What follows belongs to an exercise in optimizing a design on an open flow for small area; a production flow would make more cautious choices.
Where RTL was checked, it was by simulation tests only, not by an equivalence proof against the original.
Power and IR drop assume default switching activity.

Setup of before:
==> flow/design.v <==
module timebase(input clk, input rst, output divclk, output divclk2, output divclk3,
                output rise1, output rise2, output rise3);
    reg [5:0] c;
    reg [1:0] m4;
    reg [2:0] m7;
    reg [2:0] m5;
    wire e = (c[4:0] == 5'b10001);
    wire fb = ~(c[5] ^ c[4]) ^ e;
    always @(posedge clk) begin
        if (rst) begin
            c <= 6'b110001;
            m4 <= 2'd0;
            m7 <= 3'd0;
            m5 <= 3'd0;
        end else begin
            c <= {c[4:0], fb};
            if (e) begin
                m4 <= m4 + 2'd1;
                m7 <= (m7 == 3'd6) ? 3'd0 : m7 + 3'd1;
                if (m4 == 2'd3) m5 <= (m5 == 3'd4) ? 3'd0 : m5 + 3'd1;
            end
        end
    end
    assign divclk3 = (m4 == 2'd1) || (m4 == 2'd2);
    assign rise3 = e && (m4 == 2'd0);
    assign divclk = (m7 == 3'd0) ? m4[0] : (m4[0] == m7[0]);
    assign rise1 = e && (m7 == 3'd0) && !m4[0];
    assign divclk2 = (m5 == 3'd0) ? (m4 != 2'd0) : (m5 == 3'd1) ? 1'b1 :
                     (m5 == 3'd2) ? (m4 != 2'd3) : 1'b0;
    assign rise2 = e && (m5 == 3'd0) && (m4 == 2'd0);
endmodule
module phase(input clk, input rst, input rise3, output u, output ball_on, output paddle_on1,
             output paddle_on2, output p, output D1, output D2);
    reg u, v, p;
    wire R = u & v;
    assign ball_on = (u == v);
    assign paddle_on1 = !u & v;
    assign paddle_on2 = u & !v;
    always @(posedge clk) begin
        if (rst) begin
            u <= 1'b1;
            v <= 1'b1;
            p <= 1'b0;
        end else if (rise3) begin
            u <= !u & v;
            v <= !u & !v;
            p <= !p;
        end
    end
    assign D1 = R | p;
    assign D2 = R | !p;
endmodule
module paddles(input clk, input rst, input rise2, input p1b1, input p1b2, input p2b1, input p2b2,
               output reg [2:0] P1, output reg [2:0] P2);
    function [2:0] pnext;
        input [2:0] q;
        input bdn, bup;
        reg z, f, up, dn;
        begin
            z = !q[2] & !q[0];
            f = q[2] & !q[1];
            up = bup & (bdn ? z : !f);
            dn = bdn & !bup & !z;
            pnext = up ? {q[1], q[0], !q[2]} : dn ? {!q[0], q[2], q[1]} : q;
        end
    endfunction
    always @(posedge clk) begin
        if (rst) begin
            P1 <= 3'd0;
            P2 <= 3'd0;
        end else if (rise2) begin
            P1 <= pnext(P1, p1b1, p1b2);
            P2 <= pnext(P2, p2b1, p2b2);
        end
    end
endmodule
module pbin(input [2:0] q, output [2:0] b);
    assign b = {q[2] & !q[0], q[1] & q[0], q[2] ^ q[1] ^ q[0]};
endmodule
module ballst(input clk, input rst, input en, input [2:0] P1, input [2:0] P2,
              output reg [2:0] X, output reg [2:0] Y, output reg [3:0] sc1, output reg [3:0] sc2);
    reg dl, dr, dy;
    wire yb = (Y == 3'd0);
    wire yt = (Y == 3'd7);
    wire edg = yb | yt;
    wire [2:0] Pj = yt ? P1 : P2;
    wire [2:0] Pm;
    pbin pb(Pj, Pm);
    wire [2:0] d = X - Pm;
    wire h0 = (d == 3'd0), h1 = (d == 3'd1), h2 = (d == 3'd2);
    wire miss = edg & !(h0 | h1 | h2);
    wire ndl = edg ? h0 : ((dl & (X != 3'd0)) | (dr & (X == 3'd7)));
    wire ndr = edg ? h2 : ((dr & (X != 3'd7)) | (dl & (X == 3'd0)));
    wire ndy = yb | (dy & !yt);
    wire [2:0] nX = miss ? 3'd4 : ndr ? X + 3'd1 : ndl ? X - 3'd1 : X;
    wire [2:0] nY = miss ? (yb ? 3'd5 : 3'd3) : ndy ? Y + 3'd1 : Y - 3'd1;
    always @(posedge clk) begin
        if (rst) begin
            X <= 3'd4; Y <= 3'd4; dl <= 1'b0; dr <= 1'b1; dy <= 1'b1;
            sc1 <= 4'd0; sc2 <= 4'd0;
        end else if (en) begin
            X <= nX; Y <= nY; dl <= ndl; dr <= ndr; dy <= ndy;
            if (miss & yb) sc1 <= sc1 + 4'd1;
            if (miss & yt) sc2 <= sc2 + 4'd1;
        end
    end
endmodule
module pmask(input [2:0] q, output [7:0] m);
    assign m = {q[2] & !q[1], q[2] & !q[0], q[2], q[1], q[0], !q[2], !q[2] & !q[1], !q[2] & !q[0]};
endmodule
module matrix(input ball_on, input paddle_on1, input [2:0] X, input [2:0] Y, input [2:0] P1,
              input [2:0] P2, output [7:0] Ox, output [7:0] Oy);
    wire [2:0] Pm = paddle_on1 ? P1 : P2;
    wire [7:0] pm;
    pmask mk(Pm, pm);
    assign Ox = ball_on ? (8'd1 << X) : pm;
    assign Oy = ball_on ? ~(8'd1 << Y) : paddle_on1 ? 8'b01111111 : 8'b11111110;
endmodule
module segs(input p, input [3:0] sc1, input [3:0] sc2, output reg [6:0] seg);
    wire [3:0] sc = p ? sc1 : sc2;
    always @(*) begin
        case (sc)
            4'd0: seg = 7'b1000000;
            4'd1: seg = 7'b1111001;
            4'd2: seg = 7'b0100100;
            4'd3: seg = 7'b0110000;
            4'd4: seg = 7'b0011001;
            4'd5: seg = 7'b0010010;
            4'd6: seg = 7'b0000010;
            4'd7: seg = 7'b1111000;
            4'd9: seg = 7'b0010000;
            default: seg = 7'b0000000;
        endcase
    end
endmodule
module ping_pong(Ox,Oy,sysclk,rst,p1b1,p1b2,p2b1,p2b2,divclk,divclk2,divclk3,DA,D1,D2,Dt1,Dt2);
    input sysclk;
    input rst;
    input p1b1;
    input p1b2;
    input p2b1;
    input p2b2;
    output [7:0] Ox;
    output [7:0] Oy;
    output [6:0] DA;
    output D1, D2;
    output Dt1, Dt2;
    output divclk, divclk2, divclk3;
    assign Dt1 = 1'b1;
    assign Dt2 = 1'b1;
    wire rise1, rise2, rise3, u, ball_on, paddle_on1, paddle_on2, p;
    wire [2:0] P1, P2, X, Y;
    wire [3:0] sc1, sc2;
    timebase tb(sysclk, rst, divclk, divclk2, divclk3, rise1, rise2, rise3);
    phase ph(sysclk, rst, rise3, u, ball_on, paddle_on1, paddle_on2, p, D1, D2);
    paddles pd(sysclk, rst, rise2, p1b1, p1b2, p2b1, p2b2, P1, P2);
    ballst bl(sysclk, rst, rise1 & u, P1, P2, X, Y, sc1, sc2);
    matrix mx(ball_on, paddle_on1, X, Y, P1, P2, Ox, Oy);
    segs sg(p, sc1, sc2, DA);
endmodule
Settings: LEC_CHECK=0, CAP_MARGIN=20, CORE_MARGIN=2, CORE_UTILIZATION=40, SLEW_MARGIN=20; clock period 14.0 ns.
standard.sh (not shown) runs the stock make flow with config.mk's settings and CLKGATE_MAP_FILE= SYNTH_SCRIPT=/design/flow/synth_recipe.tcl, a recipe that flattens the netlist after the stock synthesis.
==> flow/flow/run.sh <==
#!/bin/bash
# Own layout flow: the standard ORFS flow, with two synthesis changes and one
# placement change:
#  - ABC maps the logic with an area-oriented script (flow/abc_area.script)
#    instead of ORFS's speed script; the clock period is long, so timing is not at risk;
#  - no extraction of half/full adder cells, so ABC can optimise the adder logic
#    together with the rest;
#  - ports are buffered with buf_1 rather than the default buffer choice.
# Everything else (register inference, flattening, renaming, floorplan, PDN,
# placement, CTS, routing) is the standard flow, run through standard.sh.
set -euo pipefail
W=$(pwd)
S=$W/mysynth
mkdir -p $S
# synth.tcl as ORFS has it, with the ABC script replaced right after the preamble
awk -v abc="$W/flow/abc_area.script" '{print} /^source .*synth_preamble.tcl/ {print "set abc_args [list -script " abc " {*}$lib_args {*}$lib_dont_use_args -constr $::env(OBJECTS_DIR)/abc.constr]"}' \
    "$FLOW_HOME/scripts/synth.tcl" > $S/synth.tcl
grep -q "flow/abc_area.script" $S/synth.tcl
# synth_recipe.tcl, sourcing the patched synth.tcl
sed "s#\$::env(SCRIPTS_DIR)/synth.tcl#$S/synth.tcl#" $W/synth_recipe.tcl > $S/synth_recipe.tcl
grep -q "$S/synth.tcl" $S/synth_recipe.tcl
bash $W/standard.sh SYNTH_SCRIPT=$S/synth_recipe.tcl ADDER_MAP_FILE= \
    "BUFFER_PORTS_ARGS=-buffer_cell sky130_fd_sc_hd__buf_1" \
    "CTS_ARGS=-sink_clustering_enable -repair_clock_nets -dont_use_dummy_load -sink_clustering_size 40 -sink_clustering_max_diameter 300 -buf_list sky130_fd_sc_hd__clkbuf_8 -root_buf sky130_fd_sc_hd__clkbuf_8" finish > $W/flow_make.log 2>&1
==> flow/flow/abc_area.script <==
strash
fraig
dc2
balance
rewrite -z
refactor -z
rewrite -z
dch -f
amap
topo
## Diff of input files: after against before
--- a/flow/design.v
+++ b/flow/design.v
@@ -11,38 +11,43 @@
             c <= 6'b110001;
             m4 <= 2'd0;
-            m7 <= 3'd0;
-            m5 <= 3'd0;
+            m7 <= 3'b111;
+            m5 <= 3'b000;
         end else begin
             c <= {c[4:0], fb};
             if (e) begin
                 m4 <= m4 + 2'd1;
-                m7 <= (m7 == 3'd6) ? 3'd0 : m7 + 3'd1;
-                if (m4 == 2'd3) m5 <= (m5 == 3'd4) ? 3'd0 : m5 + 3'd1;
+                m7 <= {m7[1:0], m7[2] ^ m7[1]};
+                if (m4 == 2'd3) m5 <= {m5[1:0], !(m5[2] | m5[1])};
             end
         end
     end
-    assign divclk3 = (m4 == 2'd1) || (m4 == 2'd2);
+    wire m7z = m7[2] & m7[1] & m7[0];                
+    wire m7h = (m7[0] & !m7[1]) | (m7[1] & m7[2]);   
+    wire m5z = !m5[2] & !m5[0];                       
+    wire m5o = m5[0] & !m5[1];                        
+    wire m5t = m5[1] & m5[0];                         
+    assign divclk3 = m4[1] ^ m4[0];
     assign rise3 = e && (m4 == 2'd0);
-    assign divclk = (m7 == 3'd0) ? m4[0] : (m4[0] == m7[0]);
-    assign rise1 = e && (m7 == 3'd0) && !m4[0];
-    assign divclk2 = (m5 == 3'd0) ? (m4 != 2'd0) : (m5 == 3'd1) ? 1'b1 :
-                     (m5 == 3'd2) ? (m4 != 2'd3) : 1'b0;
-    assign rise2 = e && (m5 == 3'd0) && (m4 == 2'd0);
+    assign divclk = !(m4[0] ^ m7h);
+    assign rise1 = e && m7z && !m4[0];
+    assign divclk2 = m5z ? (m4 != 2'd0) : m5o ? 1'b1 : m5t ? (m4 != 2'd3) : 1'b0;
+    assign rise2 = e && m5z && (m4 == 2'd0);
 endmodule
 module phase(input clk, input rst, input rise3, output u, output ball_on, output paddle_on1,
-             output paddle_on2, output p, output D1, output D2);
-    reg u, v, p;
-    wire R = u & v;
-    assign ball_on = (u == v);
-    assign paddle_on1 = !u & v;
-    assign paddle_on2 = u & !v;
+             output paddle_on2, output reg p, output D1, output D2);
+    reg s1, s0;
+    wire R = !s1 & s0;
+    assign u = s0;
+    assign ball_on = !s1;
+    assign paddle_on1 = s1 & !s0;
+    assign paddle_on2 = s1 & s0;
     always @(posedge clk) begin
         if (rst) begin
-            u <= 1'b1;
-            v <= 1'b1;
+            s1 <= 1'b0;
+            s0 <= 1'b1;
             p <= 1'b0;
         end else if (rise3) begin
-            u <= !u & v;
-            v <= !u & !v;
+            s1 <= !s0;
+            s0 <= s1 & !s0;
             p <= !p;
         end
==> comparison <==
- Between after and before, it is after whose post-layout instance count excluding filler cells is lower, by 13.
- Sort before and after by via count, descending, and before comes first.
- Taking before as the reference, in after post-placement cell area lost 3.4%; total stage count of the critical path dropped 2; post-route worst setup slack dropped 280 ps; sequential share of layout area now sits higher.
- after against before: switching share of power dropped 1.7 points, setup skew after layout climbed 9.4 ps.
- Number of buffers other than clock buffers in the final layout in after is 1 lower than in before
- Compared with before, in after final area now sits lower; total chip power now sits lower.
Function not checked in before: the RTL went through the layout flow alone.

-- static timing again, ports no longer ideal --
How much do the figures lean on ideal ports? The routed layouts below were timed once more, with nothing changed but the port constraints. Step 1: set_driving_cell puts a clkbuf_16 on sysclk and a buf_2 on each other input, an assumption about the parent block. Step 2 times the ports against the registers' clock, not the clock port: input delays grow and output delays shrink by t, the midpoint of the rising clock arrivals with the driver on. Slacks: ideal / step 1 / step 2; pairs: ideal / step 1.
| run | shift t [ns] | setup slack, ns | hold WS [ns] | worst data-port slew with drivers (ns) |
|---|---|---|---|---|
| before | 0.306 | 9.024 / 8.999 / 9.305 | 0.424 / 0.424 / 0.424 | 0.04 |
| after | 0.315 | 8.747 / 8.721 / 9.036 | 0.438 / 0.438 / 0.438 | 0.03 |
After both steps every run listed still meets setup and hold.
